Source: an optimization exercise on an open RTL-to-GDS flow (aim: small area). Production flows keep margins and buffers that such runs may drop.
Power is estimated from default activity; no workload was simulated.

==> flow/design.v <==
module ALU_DESIGN #(parameter DW = 8, CW = 4)(INP_VALID,OPA,OPB,CIN,CLK,RST,CMD,CE,MODE,COUT,OFLOW,RES,G,E,L,ERR);
  input [DW-1:0] OPA,OPB;
  input CLK,RST,CE,MODE,CIN;
  input [CW-1:0] CMD;
  input [1:0] INP_VALID;
  output reg [DW:0] RES;
  output COUT;
  output OFLOW;
  output G;
  output E;
  output L;
  output reg ERR;
  reg [7:0] A, B;
  reg [3:0] C;
  reg       VA, VB;
  reg [4:0] W;
  reg [8:0] P;
  reg [2:0] F;
  assign COUT  = F[0] & ~F[2];
  assign OFLOW = F[1] & ~F[2];
  assign G     = F[0] & F[2];
  assign L     = F[1] & F[2];
  assign E     = F[2] & ~F[0] & ~F[1];
  always @(posedge CLK) begin
    if (INP_VALID[0]) A <= OPA;
    if (INP_VALID[1]) B <= OPB;
    if (|INP_VALID)   C <= CMD;
    if (RST) begin
      VA <= 1'b0;
      VB <= 1'b0;
      W  <= 5'd0;
    end else begin
      if (INP_VALID[0]) VA <= 1'b1;
      if (INP_VALID[1]) VB <= 1'b1;
      if (|INP_VALID) W <= 5'd0;
      else if ((VA ^ VB) && !W[4]) W <= W + 5'd1;
    end
  end
  wire both = VA & VB;
  wire tmo  = !RST && W[4] && ((INP_VALID == 2'b01 && VB) || (INP_VALID == 2'b10 && VA));
  wire [15:0] k = 16'd1 << C;
  wire am = MODE;
  wire lm = !MODE;
  wire selB = k[6] | k[7] | k[10] | k[11];
  wire yB   = k[0] | k[1] | k[2] | k[3] | k[8];
  wire yI   = k[1] | k[3] | k[5] | k[7] | k[8];
  wire cin  = k[0] ? 1'b0 : k[1] ? 1'b1 : k[2] ? CIN : k[3] ? ~CIN :
              (k[4] | k[6] | k[9]);
  wire [7:0] X = selB ? B : A;
  wire [7:0] Y = ({8{yB}} & B) ^ {8{yI}};
  wire [8:0] cc;
  wire [7:0] sum;
  assign cc[0] = cin;
  genvar i;
  generate for (i = 0; i < 8; i = i + 1) begin : add
    fa_m f(.a(X[i]), .b(Y[i]), .c(cc[i]), .s(sum[i]), .co(cc[i+1]));
  end endgenerate
  wire cy = cc[8];
  wire allff = &sum;
  wire lt = ~cy & ~(allff & ~cin);
  wire s9 = C[0];
  wire [7:0] U = s9 ? A + 8'd1 : {A[6:0], 1'b0};
  wire [7:0] V = B + {7'd0, s9};
  wire [8:0] prod;
  wire mp0_0 = U[0] & V[0];
  wire mp0_1 = U[0] & V[1];
  wire mp0_2 = U[0] & V[2];
  wire mp0_3 = U[0] & V[3];
  wire mp0_4 = U[0] & V[4];
  wire mp0_5 = U[0] & V[5];
  wire mp0_6 = U[0] & V[6];
  wire mp0_7 = U[0] & V[7];
  wire mp1_0 = U[1] & V[0];
  wire mp1_1 = U[1] & V[1];
  wire mp1_2 = U[1] & V[2];
  wire mp1_3 = U[1] & V[3];
  wire mp1_4 = U[1] & V[4];
  wire mp1_5 = U[1] & V[5];
  wire mp1_6 = U[1] & V[6];
  wire mp1_7 = U[1] & V[7];
  wire mp2_0 = U[2] & V[0];
  wire mp2_1 = U[2] & V[1];
  wire mp2_2 = U[2] & V[2];
  wire mp2_3 = U[2] & V[3];
  wire mp2_4 = U[2] & V[4];
  wire mp2_5 = U[2] & V[5];
  wire mp2_6 = U[2] & V[6];
  wire mp3_0 = U[3] & V[0];
  wire mp3_1 = U[3] & V[1];
  wire mp3_2 = U[3] & V[2];
  wire mp3_3 = U[3] & V[3];
  wire mp3_4 = U[3] & V[4];
  wire mp3_5 = U[3] & V[5];
  wire mp4_0 = U[4] & V[0];
  wire mp4_1 = U[4] & V[1];
  wire mp4_2 = U[4] & V[2];
  wire mp4_3 = U[4] & V[3];
  wire mp4_4 = U[4] & V[4];
  wire mp5_0 = U[5] & V[0];
  wire mp5_1 = U[5] & V[1];
  wire mp5_2 = U[5] & V[2];
  wire mp5_3 = U[5] & V[3];
  wire mp6_0 = U[6] & V[0];
  wire mp6_1 = U[6] & V[1];
  wire mp6_2 = U[6] & V[2];
  wire mp7_0 = U[7] & V[0];
  wire mp7_1 = U[7] & V[1];
  wire ms0, mc0;
  ha_m u1(.a(mp0_1), .b(mp1_0), .s(ms0), .co(mc0));
  wire ms1, mc1;
  fa_m u2(.a(mp0_2), .b(mp1_1), .c(mp2_0), .s(ms1), .co(mc1));
  wire ms2, mc2;
  ha_m u3(.a(mc0), .b(ms1), .s(ms2), .co(mc2));
  wire ms3, mc3;
  fa_m u4(.a(mp0_3), .b(mp1_2), .c(mp2_1), .s(ms3), .co(mc3));
  wire ms4, mc4;
  fa_m u5(.a(mp3_0), .b(mc1), .c(ms3), .s(ms4), .co(mc4));
  wire ms5, mc5;
  ha_m u6(.a(mc2), .b(ms4), .s(ms5), .co(mc5));
  wire ms6, mc6;
  fa_m u7(.a(mp0_4), .b(mp1_3), .c(mp2_2), .s(ms6), .co(mc6));
  wire ms7, mc7;
  fa_m u8(.a(mp3_1), .b(mp4_0), .c(mc3), .s(ms7), .co(mc7));
  wire ms8, mc8;
  fa_m u9(.a(ms6), .b(mc4), .c(ms7), .s(ms8), .co(mc8));
  wire ms9, mc9;
  ha_m u10(.a(mc5), .b(ms8), .s(ms9), .co(mc9));
  wire ms10, mc10;
  fa_m u11(.a(mp0_5), .b(mp1_4), .c(mp2_3), .s(ms10), .co(mc10));
  wire ms11, mc11;
  fa_m u12(.a(mp3_2), .b(mp4_1), .c(mp5_0), .s(ms11), .co(mc11));
  wire ms12, mc12;
  fa_m u13(.a(mc6), .b(ms10), .c(ms11), .s(ms12), .co(mc12));
  wire ms13, mc13;
  fa_m u14(.a(mc7), .b(ms12), .c(mc8), .s(ms13), .co(mc13));
  wire ms14, mc14;
  ha_m u15(.a(mc9), .b(ms13), .s(ms14), .co(mc14));
  wire ms15, mc15;
  fa_m u16(.a(mp0_6), .b(mp1_5), .c(mp2_4), .s(ms15), .co(mc15));
  wire ms16, mc16;
  fa_m u17(.a(mp3_3), .b(mp4_2), .c(mp5_1), .s(ms16), .co(mc16));
  wire ms17, mc17;
  fa_m u18(.a(mp6_0), .b(mc10), .c(mc11), .s(ms17), .co(mc17));
  wire ms18, mc18;
  fa_m u19(.a(ms15), .b(ms16), .c(mc12), .s(ms18), .co(mc18));
  wire ms19, mc19;
  fa_m u20(.a(ms17), .b(ms18), .c(mc13), .s(ms19), .co(mc19));
  wire ms20, mc20;
  ha_m u21(.a(mc14), .b(ms19), .s(ms20), .co(mc20));
  wire ms21, mc21;
  fa_m u22(.a(mp0_7), .b(mp1_6), .c(mp2_5), .s(ms21), .co(mc21));
  wire ms22, mc22;
  fa_m u23(.a(mp3_4), .b(mp4_3), .c(mp5_2), .s(ms22), .co(mc22));
  wire ms23, mc23;
  fa_m u24(.a(mp6_1), .b(mp7_0), .c(mc15), .s(ms23), .co(mc23));
  wire ms24, mc24;
  fa_m u25(.a(mc16), .b(ms21), .c(ms22), .s(ms24), .co(mc24));
  wire ms25, mc25;
  fa_m u26(.a(mc17), .b(ms23), .c(ms24), .s(ms25), .co(mc25));
  wire ms26, mc26;
  fa_m u27(.a(mc18), .b(ms25), .c(mc19), .s(ms26), .co(mc26));
  wire ms27, mc27;
  ha_m u28(.a(mc20), .b(ms26), .s(ms27), .co(mc27));
  wire mx28 = mp1_7 ^ mp2_6;
  wire mx29 = mp3_5 ^ mp4_4;
  wire mx30 = mp5_3 ^ mp6_2;
  wire mx31 = mp7_1 ^ mx28;
  wire mx32 = mx29 ^ mx30;
  wire mx33 = mc21 ^ mc22;
  wire mx34 = mx31 ^ mx32;
  wire mx35 = mx33 ^ mx34;
  wire mx36 = mc23 ^ mc24;
  wire mx37 = mx35 ^ mx36;
  wire mx38 = mc25 ^ mx37;
  wire mx39 = mx38 ^ mc26;
  wire mx40 = mx39 ^ mc27;
  assign prod = {mx40, ms27, ms20, ms14, ms9, ms5, ms2, ms0, mp0_0};
  wire [2:0] amt = (lm & (k[8] | k[10])) ? 3'd7 :
                   (lm & (k[9] | k[11])) ? 3'd1 :
                   k[13] ? (3'd0 - B[2:0]) : B[2:0];
  wire [7:0] r1 = amt[0] ? {X[6:0], X[7]} : X;
  wire [7:0] r2 = amt[1] ? {r1[5:0], r1[7:6]} : r1;
  wire [7:0] r3 = amt[2] ? {r2[3:0], r2[7:4]} : r2;
  wire shr = lm & (k[8] | k[10]);
  wire shl = lm & (k[9] | k[11]);
  wire [7:0] rmask = {~shr, 6'b111111, ~shl};
  wire useR = lm & (C[3] & ~(C[2] & C[1]));
  wire [7:0] rv = r3 & rmask & {8{useR}};
  wire [3:0] lut = {4{lm}} & {k[0] | k[2] | k[5],
                               k[1] | k[2] | k[4] | k[7],
                               k[1] | k[2] | k[4] | k[6],
                               k[1] | k[3] | k[5] | k[6] | k[7]};
  wire [7:0] lv;
  generate for (i = 0; i < 8; i = i + 1) begin : g
    assign lv[i] = lut[{A[i], B[i]}];
  end endgenerate
  wire useS = am & (k[0] | k[1] | k[2] | k[3] | k[4] | k[5] | k[6] | k[7]);
  wire useP = am & (k[9] | k[10]);
  wire [8:0] res_n = ({9{useS}} & {cy ^ yI, sum}) | ({9{useP}} & P) | {1'b0, lv | rv};
  wire step = CE & (RST | both);
  wire mul  = am & (k[9] | k[10]);
  wire hold = ~step;
  wire ld   = step & ~RST;
  always @(posedge CLK) begin
    RES  <= ({9{hold}} & RES) | ({9{ld}} & res_n);
    F[0] <= (hold & F[0]) | (ld & am & (k[0] | k[2] | k[8]) & cy);
    F[1] <= (hold & F[1]) | (ld & am & (k[1] | k[3] | k[8]) & lt);
    F[2] <= (hold & F[2]) | (ld & am & k[8]);
    ERR  <= tmo | (hold & ERR) | (ld & lm & k[12] & (|B[7:4]));
    if (step) begin
      if (RST) P <= 9'd0;
      else if (mul) P <= prod;
    end
  end
endmodule
module fa_m(input a, input b, input c, output s, output co);
  assign s = a ^ b ^ c;
  assign co = (a & b) | (a & c) | (b & c);
endmodule
module ha_m(input a, input b, output s, output co);
  assign s = a ^ b;
  assign co = a & b;
endmodule
export LEC_CHECK = 0
export ABC_AREA = 1
export CAP_MARGIN = 0
export CORE_MARGIN = 2
export CORE_UTILIZATION = 40
export GPL_TIMING_DRIVEN = 0
export SLEW_MARGIN = 0
export SYNTH_HIERARCHICAL = 1
export SYNTH_MINIMUM_KEEP_SIZE = 0
create_clock -name core_clock -period 6.0 [get_ports {CLK}]
standard.sh (not shown) runs the stock make flow with config.mk's settings and CLKGATE_MAP_FILE= SYNTH_SCRIPT=/design/flow/synth_recipe.tcl, a recipe that flattens the netlist after the stock synthesis.
==> flow/flow/run.sh <==
#!/bin/bash
# Own layout flow: the standard ORFS flow (standard.sh), with three changes:
#  - synthesis maps logic with an area-only ABC script (flow/abc_area.script);
#    everything else in synthesis, including flip-flop mapping, is the standard one;
#  - every input and output port still gets a buffer, but a buf_1 one;
#  - clock tree synthesis adds no dummy loads.
# Each step's full output goes to a log file in the work folder.
set -euo pipefail
W="$(pwd)"
S="SYNTH_SCRIPT=$W/flow/synth_area.tcl"
bash standard.sh "$S" synth > "$W/log_synth.txt" 2>&1
bash standard.sh "$S" "BUFFER_PORTS_ARGS=-buffer_cell sky130_fd_sc_hd__buf_1" "CTS_ARGS=-sink_clustering_enable -repair_clock_nets -dont_use_dummy_load" finish > "$W/log_layout.txt" 2>&1
==> flow/flow/abc_area.script <==
strash
&get -n
&deepsyn -T 30
&put
dch -f
amap
topo
==> flow/flow/synth_area.tcl <==
# Standard synthesis (synth_recipe.tcl), except that the final ABC mapping uses
# an area-only script without a delay target.
set ::own_flow_dir [file dirname [file normalize [info script]]]
proc abc {args} {
  set i [lsearch -exact $args -script]
  if {$i >= 0} {
    set args [lreplace $args [expr {$i + 1}] [expr {$i + 1}] [file join $::own_flow_dir abc_area.script]]
  }
  set j [lsearch -exact $args -D]
  if {$j >= 0} { set args [lreplace $args $j [expr {$j + 1}]] }
  yosys abc {*}$args
}
source [file join [file dirname $::own_flow_dir] synth_recipe.tcl]
Next try:
--- a/flow/design.v
+++ b/flow/design.v
@@ -180,12 +180,11 @@
                    k[13] ? (3'd0 - B[2:0]) : B[2:0];
   wire [7:0] r1 = amt[0] ? {X[6:0], X[7]} : X;
   wire [7:0] r2 = amt[1] ? {r1[5:0], r1[7:6]} : r1;
-  wire [7:0] r3 = amt[2] ? {r2[3:0], r2[7:4]} : r2;
   wire shr = lm & (k[8] | k[10]);
   wire shl = lm & (k[9] | k[11]);
-  wire [7:0] rmask = {~shr, 6'b111111, ~shl};
   wire useR = lm & (C[3] & ~(C[2] & C[1]));
-  wire [7:0] rv = r3 & rmask & {8{useR}};
+  wire hi = useR & amt[2], lo = useR & ~amt[2];
+  wire [7:0] rv = (({8{hi}} & {r2[3:0], r2[7:4]}) | ({8{lo}} & r2)) & {~shr, 6'b111111, ~shl};
   wire [3:0] lut = {4{lm}} & {k[0] | k[2] | k[5],
                                k[1] | k[2] | k[4] | k[7],
                                k[1] | k[2] | k[4] | k[6],
Outcome: The new run passed the timing, design-rule and antenna checks; non-clock buffer count drops by 11; combinational power goes down by 7.9%; via count fell by about 0.4%; sequential share of layout area climbs by 2.3 points; flip-flop and latch count stays the same; global-route usage is higher by 0.68 points.
No run of this note included a check of the RTL's function; only the layout flow was run.

[what the ideal ports hide]
Ports are ideal in the flow. The routed layouts listed here were re-timed in OpenROAD.
Step 1, drivers: a clkbuf_16 drives CLK and a buf_2 each remaining input, both assumed.
Step 2 also shifts input and output timing later by t, the mid clock arrival at the registers, as if the neighbouring blocks saw the same clock.
a / b / c = ideal ports / drivers / drivers and shift; a / b = the first two.
| run | t (ns) | setup slack, ns | hold slack, ns | worst setup path at the end | worst register clock-pin slew, ns |
|---|---|---|---|---|---|
| the first run | 0.328 | 0.155 / 0.155 / 0.107 | 0.458 / 0.458 / 0.458 | input to register | 0.10 / 0.10 |
| the second run | 0.335 | 0.317 / 0.317 / 0.093 | 0.453 / 0.453 / 0.453 | input to register | 0.10 / 0.10 |
After both steps setup and hold are still met in every run listed. The setup slack of the second run, which loses most, moves by 0.000 ns with the drivers and by -0.224 ns with both steps.
